What follows belongs to an exercise in optimizing a design on an open flow for small area; a production flow would make more cautious choices. Only simulation tests tie the RTL to the original design; equivalence was not proved. Power figures rest on the tool's default switching activity, not on a simulated workload.

`flow/run.sh`:
```
#!/bin/bash
# synth_recipe.tcl (not shown) runs the flow's synth.tcl, then flattens the netlist and writes it again
# the make line also repeats each setting of config.mk as NAME=value (left out here)
make -C /OpenROAD-flow-scripts/flow DESIGN_CONFIG=/design/flow/config.mk WORK_HOME=/design/flow/orfs CLKGATE_MAP_FILE= SYNTH_SCRIPT=/design/flow/synth_recipe.tcl finish
```
`flow/config.mk`:
```
export PLATFORM = sky130hd
export DESIGN_NAME = matrix_multiper
export DESIGN_NICKNAME = matrix_multiper
export VERILOG_FILES = /design/flow/design.v
export SDC_FILE = /design/flow/constraint.sdc
export NUM_CORES = 4
export LEC_CHECK = 0
export CAP_MARGIN = 20
export CORE_MARGIN = 2
export CORE_UTILIZATION = 40
export SLEW_MARGIN = 20
```
`flow/constraint.sdc`:
```
create_clock -name core_clock -period 6.0 [get_ports {clock}]
set_input_delay 1.2000 -clock core_clock [delete_from_list [all_inputs] [get_ports {clock}]]
set_output_delay 1.2000 -clock core_clock [all_outputs]
set_load 0.01 [all_outputs]
```
`flow/design.v`:
```
`timescale 1ns/1ps
module matrix_multiper #(
	parameter DSIZE	= 8			,
	parameter MSIZE	= 8
)(
	input				clock	,
	input [DSIZE-1:0]	iR      ,
	input [DSIZE-1:0]	iG      ,
	input [DSIZE-1:0]	iB      ,
	input [MSIZE-1:0]	M00  	,
	input [MSIZE-1:0]	M01     ,
	input [MSIZE-1:0]	M02     ,
	input [MSIZE-1:0]	M10     ,
	input [MSIZE-1:0]	M11     ,
	input [MSIZE-1:0]	M12     ,
	input [MSIZE-1:0]	M20     ,
	input [MSIZE-1:0]	M21     ,
	input [MSIZE-1:0]	M22     ,
	output[DSIZE-1:0]	Ro 		,
	output[DSIZE-1:0]	Go      ,
	output[DSIZE-1:0]	Bo
);
wire[MSIZE-2:0]		MM00	;
wire[MSIZE-2:0]		MM01    ;
wire[MSIZE-2:0]		MM02    ;
wire[MSIZE-2:0]		MM10    ;
wire[MSIZE-2:0]		MM11    ;
wire[MSIZE-2:0]		MM12    ;
wire[MSIZE-2:0]		MM20    ;
wire[MSIZE-2:0]		MM21    ;
wire[MSIZE-2:0]		MM22    ;
wire				SM00	; 
wire				SM01    ; 
wire				SM02    ; 
wire				SM10    ; 
wire				SM11    ; 
wire				SM12    ; 
wire				SM20    ; 
wire				SM21    ; 
wire				SM22    ;
assign		MM00	=  M00[MSIZE-2:0];	
assign		MM01    =  M01[MSIZE-2:0];
assign		MM02    =  M02[MSIZE-2:0];
assign		MM10    =  M10[MSIZE-2:0];
assign		MM11    =  M11[MSIZE-2:0];
assign		MM12    =  M12[MSIZE-2:0];
assign		MM20    =  M20[MSIZE-2:0];
assign		MM21    =  M21[MSIZE-2:0];
assign		MM22    =  M22[MSIZE-2:0];
assign		SM00	=  M00[MSIZE-1];
assign		SM01    =  M01[MSIZE-1];
assign		SM02    =  M02[MSIZE-1];
assign		SM10    =  M10[MSIZE-1];
assign		SM11    =  M11[MSIZE-1];
assign		SM12    =  M12[MSIZE-1];
assign		SM20    =  M20[MSIZE-1];
assign		SM21    =  M21[MSIZE-1];
assign		SM22    =  M22[MSIZE-1];
reg[DSIZE+MSIZE-2:0]		PMM00		;
reg[DSIZE+MSIZE-2:0]		PMM01    	;
reg[DSIZE+MSIZE-2:0]		PMM02    	;
reg[DSIZE+MSIZE-2:0]		PMM10    	;
reg[DSIZE+MSIZE-2:0]		PMM11    	;
reg[DSIZE+MSIZE-2:0]		PMM12    	;
reg[DSIZE+MSIZE-2:0]		PMM20    	;
reg[DSIZE+MSIZE-2:0]		PMM21    	;
reg[DSIZE+MSIZE-2:0]		PMM22    	;
reg							PSM00		;
reg							PSM01    	;
reg							PSM02    	;
reg							PSM10    	;
reg							PSM11    	;
reg							PSM12    	;
reg							PSM20    	;
reg							PSM21    	;
reg							PSM22    	;
always@(posedge clock)begin
	PMM00	<= MM00	 * iR	 ;
	PMM01	<= MM01  * iG    ;
	PMM02	<= MM02  * iB    ;
	PMM10	<= MM10  * iR    ;
	PMM11	<= MM11  * iG    ;
	PMM12	<= MM12  * iB    ;
	PMM20	<= MM20  * iR    ;
	PMM21	<= MM21  * iG    ;
	PMM22	<= MM22  * iB    ;
end
always@(posedge clock)begin
	PSM00	<= SM00	;
    PSM01	<= SM01 ;
    PSM02	<= SM02 ;
    PSM10	<= SM10 ;
    PSM11	<= SM11 ;
    PSM12	<= SM12 ;
    PSM20	<= SM20 ;
    PSM21	<= SM21 ;
    PSM22	<= SM22 ;
end
reg	[DSIZE+MSIZE+1:0]	BMM00		;
reg	[DSIZE+MSIZE+1:0]	BMM01       ;
reg	[DSIZE+MSIZE+1:0]	BMM02       ;
reg	[DSIZE+MSIZE+1:0]	BMM10       ;
reg	[DSIZE+MSIZE+1:0]	BMM11       ;
reg	[DSIZE+MSIZE+1:0]	BMM12       ;
reg	[DSIZE+MSIZE+1:0]	BMM20       ;
reg	[DSIZE+MSIZE+1:0]	BMM21       ;
reg	[DSIZE+MSIZE+1:0]	BMM22       ;
always@(posedge clock)begin
	BMM00	<= PSM00? (1<<(DSIZE+MSIZE+2)) - PMM00 : PMM00	; 
    BMM01	<= PSM01? (1<<(DSIZE+MSIZE+2)) - PMM01 : PMM01	;
    BMM02	<= PSM02? (1<<(DSIZE+MSIZE+2)) - PMM02 : PMM02	;
    BMM10	<= PSM10? (1<<(DSIZE+MSIZE+2)) - PMM10 : PMM10	;
    BMM11	<= PSM11? (1<<(DSIZE+MSIZE+2)) - PMM11 : PMM11	;
    BMM12	<= PSM12? (1<<(DSIZE+MSIZE+2)) - PMM12 : PMM12	;
    BMM20	<= PSM20? (1<<(DSIZE+MSIZE+2)) - PMM20 : PMM20	;
    BMM21	<= PSM21? (1<<(DSIZE+MSIZE+2)) - PMM21 : PMM21	;
    BMM22	<= PSM22? (1<<(DSIZE+MSIZE+2)) - PMM22 : PMM22	;
end
reg	[DSIZE+MSIZE+1:0]	ADD_00_01		;
reg	[DSIZE+MSIZE+1:0]	ADD_02       ;
reg	[DSIZE+MSIZE+1:0]	ADD_10_11       ;
reg	[DSIZE+MSIZE+1:0]	ADD_12       ;
reg	[DSIZE+MSIZE+1:0]	ADD_20_21       ;
reg	[DSIZE+MSIZE+1:0]	ADD_22       ;  
always@(posedge clock)begin
	ADD_00_01	<= BMM00 + BMM01	;
	ADD_10_11	<= BMM10 + BMM11	;
	ADD_20_21	<= BMM20 + BMM21	; 
end
always@(posedge clock)begin
	ADD_02		<= BMM02;
	ADD_12		<= BMM12;
	ADD_22		<= BMM22;
end
reg	[DSIZE+MSIZE+1:0]	ADD_00_01_02;
reg	[DSIZE+MSIZE+1:0]	ADD_10_11_12;
reg	[DSIZE+MSIZE+1:0]	ADD_20_21_22; 
always@(posedge clock)begin
	ADD_00_01_02	<=	ADD_00_01 + ADD_02	;
    ADD_10_11_12	<=	ADD_10_11 + ADD_12	;
    ADD_20_21_22	<=	ADD_20_21 + ADD_22	;
end
assign	Ro	= ADD_00_01_02[DSIZE+MSIZE+1-:DSIZE]	;	
assign	Go	= ADD_10_11_12[DSIZE+MSIZE+1-:DSIZE]	;
assign	Bo	= ADD_20_21_22[DSIZE+MSIZE+1-:DSIZE]	;
endmodule
```
==> summary.md <==
| Metric | Value |
|---|---|
| Pwr dens | approximately 440 nW/um^2 |
| Final wirelength | 62000 um |
| PostCTS Resize Cnt | 0 |
| Clk Latency, worst-skew pair | ~570 ps |
| Fmax achieved | 188 MHz |
| RSZ-0062 raised after global routing | no |
| Synth Area in XOR/XNOR | slightly below 8% |
| Final period utilization | 88.8% |
| HPWL Detailed | 50600 um |
| CTS buffer count | 46 |
| Initial antenna violation count | 0 |
| FF-to-FF path depth | 10 |
| Layout cell share with drive strength beyond 1 | 5.76% |
| Synth Area in Simple Gates | about 17% |
| GPL Wtd Cong | a little under 0.9 |
| Clock slew seen by the registers of the worst setup and hold paths | about 60 ps |
| Total GRT Usage | 16.5% |
| Period minus WS final | approximately 5300 ps |
| CP arrival | a little under 6000 ps |
| Worst hold stages | 0 |
| Vias in the first global route | 22000 |
| Least-Margin Pin Slew | ~520 ps |
| Core Util, Final | ~46% |
| Top cell type's share of synthesized area | a little over a quarter |
| CTS tree | yes |
| Most frequent cell after synthesis | dfxtp_1 |
| Syn Nets | 3912 |
| Setup tns final | 0 ps |
| Crit. End Element | flip-flop |
| CP Max Fanout | 9 |
| Clk sinks | between 400 and 500 |
| Layout Nets | between 4000 and 5000 |
| Sequential area share after synthesis | between 20% and 30% |
| DR DRC count | 0 |
| Synth Area in Adders | approximately a third |
| Die width | ~280 um |
| Mux share of post-synthesis cell area | less than 1% |
| Syn avg cell area | 9.67 um^2 |
| Hold Path Origin | BMM12[1]$_DFF_P_ |
| Hold endpoint | ADD_12[1]$_DFF_P_ |
| CTS Hold Buffers Added | 0 |
| Slew HR | roughly 65% |
| Ys Warns | 1 |
| Via count | about 21000 |
| Post-synth top cells | 414 x dfxtp_1, 402 x ha_1, 392 x and2_1 |
| Pwr Total | 0.0155 W |
| Area leader, netlist | dfxtp_1 |
| Die ar. | slightly below 80000 um^2 |
| Final Max Slew Viols | 0 |
| CTS Buffer Depth | 3 |
| Main combinational cell family by area after synthesis | adder cells |
| Worst Setup Slack, final | between 600 and 700 ps |
| Post-route antenna net violation count | 0 |
| TritonRoute pass-1 iters | 5 |
| Peak supply drop | 0.257 mV |
| FF+latch count, synth | around 410 |
| Starting density of the core | 40.2% |
| Global-route wire length before repair | 107000 um |
| H-tree depth | 2 |
| IO buf count | 120 |
| Setup Viol. Count Final | 0 |
| Compound-Gate Fraction of Synth Area | 9.18% |
| Cell Rows | between 100 and 150 |
| Synth async-reset ratio | 0% |
| Max-cap violations | 0 |
| Worst min-delay path class | reg -> reg |
| P&R area growth vs syn | 14.6% |
| CP required | ~6500 ps |
| Wire per inst | 14.3 um |
| Capturing point of the worst reg2reg path | ADD_10_11[14]$_DFF_P_ |
| Clock Skew | about 20 ps |
| Root buffer cell | clkbuf_16 |
| Core Area | 75700 um^2 |
| Placed cells | 4261 |
| Post-synth cell types | 60 |
| Post-CTS setup buffers | 0 |
| Most area-consuming cells after synthesis | dfxtp_1 27%, fa_1 17%, ha_1 17% |
| Non-filler instance count after layout | 4347 |
| I/O Pins | ~120 |
| Reg2reg start | BMM10[0]$_DFF_P_ |
| Outcome | timing/DRC/antenna clean |
| Worst Path Class, Setup | in -> reg |
| Mapped cell area | 30500 um^2 |
| Main synth FF type | dfxtp_1 |
| 1st-iter DRT viols | 713 |
| Cells after Synth | around 3100 |
| Die height | 280 um |
| Post-synth EDFFs | 0 |
| Pleak | around 16 nW |
| Largest net degree at the start of global routing | 22 |
| Grt ovf | 0 |
| Vias per cell | between 4 and 5 |
| Final hold violations | 0 |
| Place WS | between 100 and 150 ps |
| Internal reg-to-reg setup slack | about 3700 ps |
| Critical Path Start Type | primary input |
## final cells by class
cell class | count | area (um^2)
fill | 7161 | 40800
multi-input combinational | 2360 | 20800
sequential | 414 | 8290
timing repair buffer | 193 | 1810
clock buffer | 63 | 1350
tap | 978 | 1220
inverter | 316 | 1190
clock inverter | 22 | 279
antenna | 1 | 2.50
## layer usage
metal / routed length, um / GRT usage (%) / vias to the layer above
li1: - / - / 10700
met1: 29500 / 21.9 / 10000
met4: 776 / 3.07 / 0
met2: 29800 / 29.1 / 233
met3: 1940 / 1.94 / 57
met5: 0 / 0 / -
## power by group
part | internal, W | leakage (nW) | total (W) | switching [W]
registers | 0.00403 | 3.49 | 0.00472 | 0.000688
clock network | 0.00180 | 0.795 | 0.00294 | 0.00114
logic | 0.00370 | 11.9 | 0.00784 | 0.00414
## sequential cells by signal, indices dropped and copies added, names as in the netlist, 16 cells and up
signal / count
ADD_12: 16
ADD_22: 16
ADD_10_11: 18
ADD_20_21: 18
BMM21: 16
ADD_02: 16
BMM22: 16
BMM11: 16
BMM01: 16
BMM10: 16
ADD_00_01: 18
BMM02: 16
BMM00: 16
BMM12: 16
BMM20: 16
## per-stage QoR
stage	hold slack, ps	instance area [um^2]
after floorplan	310	30500
after global placement	312	33300
after detailed placement	313	33300
after CTS	318	34900
after global routing	319	34900
final	318	34900
## layout by cell type, fill, tap and decap left out, types with 47 or more instances in the layout
| cell type | n |
|---|---|
| clkdlybuf4s50_1 | 120 |
| o21ai_0 | 105 |
| and2_1 | 392 |
| buf_4 | 68 |
| clkbuf_16 | 47 |
| fa_1 | 264 |
| inv_1 | 316 |
| nand2_1 | 254 |
| xnor2_1 | 229 |
| a21oi_1 | 117 |
| nor2_1 | 123 |
| ha_1 | 402 |
| dfxtp_1 | 414 |
## worst max-delay path, stage by stage
cell             delay [ps]
clkdlybuf4s50_1         620
and2_1                  270
fa_1                    530
inv_1                    50
fa_1                    520
inv_1                    50
fa_1                    470
inv_1                    50
fa_1                    470
inv_1                    40
ha_1                    340
nand2_1                  60
o21ai_0                 220
nor4_1                   80
nor3_1                  310
a211oi_1                170
a21oi_1                 190
xnor2_1                 160
## worst max path at each step
stage,start,to,cells past startpoint
floorplan,iR[0],PMM20[14]$_DFF_P_,17
global placement,iG[5],PMM11[14]$_DFF_P_,18
detailed placement,iG[5],PMM11[14]$_DFF_P_,18
CTS,iG[5],PMM21[14]$_DFF_P_,18
global route,iG[5],PMM11[14]$_DFF_P_,18
finish,iG[5],PMM21[14]$_DFF_P_,18
## cell families after synthesis
| group | Yosys count |
|---|---|
| AO/OA/AOI/OAI | 431 |
| XOR/XNOR | 269 |
| adder cells (fa/ha/maj) | 666 |
| buffers and inverters | 375 |
| flip-flops | 414 |
| multiplexers | 2 |
| AND/OR/NAND/NOR | 992 |

## what the ideal ports hide
Ports are ideal in the flow. The routed layout listed here was re-timed in OpenROAD.
Step 1 sets driving cells, clkbuf_16 on the clock port and buf_2 on the other inputs (assumed; they add their load-dependent delay and slew).
Step 2 moves the port delays by t, midway between the first and last clock arrival at a register: inputs arrive t later, outputs are due t later. That takes back most of the time a late clock gives input paths.
a / b / c = ideal / step 1 / step 2; a / b = the first two.
shift t [ns]: 0.625
setup WS [ns]: 0.670 / 0.711 / 0.085
hold slack, ns: 0.318 / 0.318 / 0.318
worst setup path at the end: input to register
After both steps setup and hold are still met in this run. For this run, drivers alone change the setup slack by +0.041 ns; drivers and shift together by -0.585 ns.
